From an optimization exercise on the open Yosys and OpenROAD flow, aimed at small area, a short achievable clock period and few clock cycles per item; shortcuts taken in it are not production practice.
Only simulation tests tie the RTL to the original design; equivalence was not proved.

==> inputs of exp/yarrow <==
==> flow/design.v (excerpt) <==
module numberAnalyzer(isEven, isFibonacci, isPalindrome, stuckStateEven, stuckStateFibonacci, stuckStatePalindrome, inp, reset, go_i, clk);
	output isEven;
	output isFibonacci;
	output isPalindrome;
	output[1:0] stuckStateEven;
	output[3:0] stuckStateFibonacci;
	output[3:0] stuckStatePalindrome;
	input[31:0] inp;
	input reset;
	input go_i;
	input clk;
	wire fib_w;
	wire [49:0] pal_w;
	isFibonacci ifn(fib_w, inp);
	palFront pf(pal_w, inp);
	reg done;
	reg fib_r;
	reg [49:0] pal_s;
	always @(posedge clk) begin
		done <= ~reset & ~done & go_i;
		fib_r <= fib_w;
		pal_s <= pal_w;
	end
	wire even_r, pal_r;
	isEvenNumber ien(even_r, pal_s[0]);
	palBack pb(pal_r, pal_s);
	assign isEven = done & even_r;
	assign isFibonacci = done & fib_r;
	assign isPalindrome = done & pal_r;
	assign stuckStateEven = {done, done & ~even_r};
	assign stuckStateFibonacci = {done & ~fib_r, {3{done & fib_r}}};
	assign stuckStatePalindrome = {done & pal_r, {2{done & ~pal_r}}, done & pal_r};
endmodule
clock: 130.0 ns
lec_check: 0
cap_margin: 20
core_margin: 2
core_utilization: 60
cts_buf_list: sky130_fd_sc_hd__clkbuf_8
place_density: 0.75
slew_margin: 20
standard.sh (not shown) runs the stock make flow with config.mk's settings and CLKGATE_MAP_FILE= SYNTH_SCRIPT=/design/flow/synth_recipe.tcl, a recipe that flattens the netlist after the stock synthesis.
==> flow/flow/run.sh <==
#!/bin/bash
# Own layout flow: the standard synthesis with an area-oriented ABC script
# (a copy of ORFS's scripts whose ABC script is flow/area.abc; every other
# synthesis step, and so every register and its name, is as standard), then the
# combinational logic is mapped once more with flow/remap.abc (flip-flops kept
# as they are: same instances, names and cells), then the standard layout
# from that netlist with 1x port buffers and a setup repair margin.  Each tool's
# output goes to a log of its own here.
set -euo pipefail
W=$PWD
F=$W/flow
P=${FLOW_PLATFORM:-sky130hd}
R=$W/orfs/results/$P/numberAnalyzer/base
LOGS=$W/orfs/logs/$P/numberAnalyzer/base
YOSYS=${YOSYS_EXE:-$FLOW_HOME/../tools/install/yosys/bin/yosys}
[[ -x $YOSYS ]] || YOSYS=yosys

# 1. standard synthesis, ABC script replaced
rm -rf $W/scripts_area
cp -r $FLOW_HOME/scripts $W/scripts_area
cp $F/area.abc $W/scripts_area/abc_speed.script
cp $F/area.abc $W/scripts_area/abc_area.script
bash standard.sh SCRIPTS_DIR=$W/scripts_area synth > $W/flow_synth.log 2>&1

# 2. re-map the combinational logic
cp $R/1_2_yosys.v $W/synth_1_2_yosys.v
printf 'set_driving_cell sky130_fd_sc_hd__buf_1\nset_load 5\n' > $W/remap.constr
export REMAP_IN=$W/synth_1_2_yosys.v
export REMAP_OUT=$W/remap_1_2_yosys.v
export REMAP_LIB=$FLOW_HOME/platforms/$P/lib/sky130_fd_sc_hd__tt_025C_1v80.lib
export REMAP_ABC=$F/remap.abc
export REMAP_CONSTR=$W/remap.constr
export REMAP_TOP=$FLOW_TOP
export REMAP_DONTUSE="$(grep -o -- '-dont_use [^ ]*' $LOGS/1_2_yosys.log | sed 's/-dont_use //' | sort -u | tr '\n' ' ')"
$YOSYS -c $F/remap.tcl > $W/flow_remap.log 2>&1
cp $REMAP_OUT $R/1_2_yosys.v
rm -f $R/1_synth.odb $R/1_synth.sdc

# 3. standard layout from the re-mapped netlist
bash standard.sh BUFFER_PORTS_ARGS="-buffer_cell sky130_fd_sc_hd__buf_1" SETUP_SLACK_MARGIN=90 > $W/flow_layout.log 2>&1
==> flow/flow/remap.abc <==
strash
&get -n
&dch -f
&if -K 4 -a
&mfs
&st
&put
dch -f
amap -m
topo
stime -c
==> flow/flow/remap.tcl <==
# Re-map the combinational logic of a synthesized netlist with an area-oriented ABC script.
# Flip-flop instances are kept as they are (same names and cell types).
# env: REMAP_IN, REMAP_OUT, REMAP_LIB, REMAP_ABC (script), REMAP_DONTUSE (list), REMAP_TOP
yosys -import
set lib $::env(REMAP_LIB)
read_liberty -ignore_miss_func $lib
# sequential cells stay as instances
read_verilog -defer $::env(REMAP_IN)
hierarchy -top $::env(REMAP_TOP)
setattr -mod -set keep_hierarchy 1 {=t:$_*FF*} %m
flatten
opt_clean -purge
set du {}
foreach c $::env(REMAP_DONTUSE) { lappend du -dont_use $c }
abc -script $::env(REMAP_ABC) -liberty $lib {*}$du -constr $::env(REMAP_CONSTR)
opt_clean -purge
setundef -zero
splitnets
opt_clean -purge
# nets named after the flattened cells' pins
yosys rename -hide w:*.*
hilomap -singleton -hicell sky130_fd_sc_hd__conb_1 HI -locell sky130_fd_sc_hd__conb_1 LO
insbuf -buf sky130_fd_sc_hd__buf_4 A X
opt_clean -purge
select -module $::env(REMAP_TOP)
tee -o $::env(REMAP_OUT).stat stat -liberty $lib
write_verilog -noattr -nohex -nodec -selected $::env(REMAP_OUT)
Other scripts of this flow, unchanged in this note and not shown: flow/flow/area.abc
==> exp/sierra: changes against exp/yarrow <==
CORE_UTILIZATION = 65   (was 60)
PLACE_DENSITY = 0.8   (was 0.75)
==> exp/umber: changes against exp/yarrow <==
--- a/flow/flow/run.sh
+++ b/flow/flow/run.sh
@@ -4,3 +4,3 @@
 # synthesis step, and so every register and its name, is as standard), then the
-# combinational logic is mapped once more with flow/remap.abc (flip-flops kept
+# combinational logic is mapped once more with the same script (flip-flops kept
 # as they are: same instances, names and cells), then the standard layout
@@ -30,3 +30,3 @@
 export REMAP_LIB=$FLOW_HOME/platforms/$P/lib/sky130_fd_sc_hd__tt_025C_1v80.lib
-export REMAP_ABC=$F/remap.abc
+export REMAP_ABC=$F/area.abc
 export REMAP_CONSTR=$W/remap.constr
@@ -39,2 +39,2 @@
 # 3. standard layout from the re-mapped netlist
-bash standard.sh BUFFER_PORTS_ARGS="-buffer_cell sky130_fd_sc_hd__buf_1" SETUP_SLACK_MARGIN=90 > $W/flow_layout.log 2>&1
+bash standard.sh BUFFER_PORTS_ARGS="-buffer_cell sky130_fd_sc_hd__buf_1" SETUP_SLACK_MARGIN=96 > $W/flow_layout.log 2>&1
CTS_BUF_LIST = not set   (was sky130_fd_sc_hd__clkbuf_8)
removed: flow/flow/remap.abc
==> flow_summary_export.csv <==
group,metric,value,unit
global_routing,grtUsageMet3,4.15,%
placed_design,place.gp.congestion,1.09,
timing,slew_headroom,21.0,%
drt,drt_first_iter_violations,1458,
global_routing,grt_util_all_layers,37.1,%
worst_setup_path,slowest_stage,"nor3_1",
worst_setup_path,arrival_time_at_the_worst_endpoint,8.63,ns
run_status,outcome,"no timing/DRC/antenna violations",
drt,dr_wl_met3,2340,um
That was exp/sierra.
==> flow_summary_export.csv <==
group,metric,value,unit
drt,dr_wl_met3,2480,um
clock_network,cts_resized,24,
run_status,outcome,"no timing/DRC/antenna violations",
finish,non_clock_inverter_total_of_the_final_layout,260,
placed_design,place.gp.congestion,1.11,
timing,slew_headroom,16.7,%
worst_setup_path,cp_common_cell,"clkinv_1",
drt,drt_first_iter_violations,1548,
worst_setup_path,slowest_stage,"dfxtp_1",
global_routing,grtUsageMet3,5.44,%
worst_setup_path,arrival_time_at_the_worst_endpoint,7.54,ns
die,tapcell.inserted,225,
timing,post-route-min-period,33.54,ns
global_routing,grt_util_all_layers,36.5,%
That was exp/umber.
==> flow_summary_export.csv <==
group,metric,value,unit
worst_setup_path,slowest_stage,"a211oi_1",
drt,dr_wl_met3,2830,um
placed_design,place.gp.congestion,1.01,
clock_network,root_buffer,"clkbuf_8",
drt,firstDrtPassIters,7,
global_routing,grtUsageMet3,6.63,%
timing,slew_headroom,23.1,%
run_status,outcome,"no timing/DRC/antenna violations",
worst_setup_path,path_buf_inv,5,
die,die_height,133,um
drt,drt_first_iter_violations,1291,
That was exp/yarrow.
Testbench counts of exp/yarrow, summed over its fixed seeds: cycles 4,800, items 2,400.
Testbench counts of exp/sierra, summed over its fixed seeds: cycles 4,800, items 2,400.
Testbench counts of exp/umber, summed over its fixed seeds: cycles 4,800, items 2,400.

==> separate check: timing with driven ports <==
No port has a modelled driver above. Below, the same layouts with a new extraction and two added sets of constraints.
Step 1 (the two cells are an assumption about what drives the block):
set clk [get_ports {clk}]
set_driving_cell -lib_cell sky130_fd_sc_hd__clkbuf_16 $clk
set_driving_cell -lib_cell sky130_fd_sc_hd__buf_2 [delete_from_list [all_inputs] $clk]
Step 2 times the ports against the registers' clock, not the clock port: input delays grow and output delays shrink by t, the midpoint of the rising clock arrivals with the driver on.
Three values: ideal, step 1, step 2; two values: the first two.
run | t, ns | setup slack, ns | slew at the worst register clock pin (ns) | worst data-port slew with drivers (ns)
exp/yarrow | 0.357 | 95.567 / 95.528 / 95.763 | 0.10 / 0.10 | 0.08
exp/sierra | 0.351 | 95.372 / 95.335 / 95.686 | 0.10 / 0.10 | 0.05
exp/umber | 0.326 | 96.460 / 96.423 / 96.481 | 0.07 / 0.07 | 0.03
After both steps setup and hold are still met in every run listed.
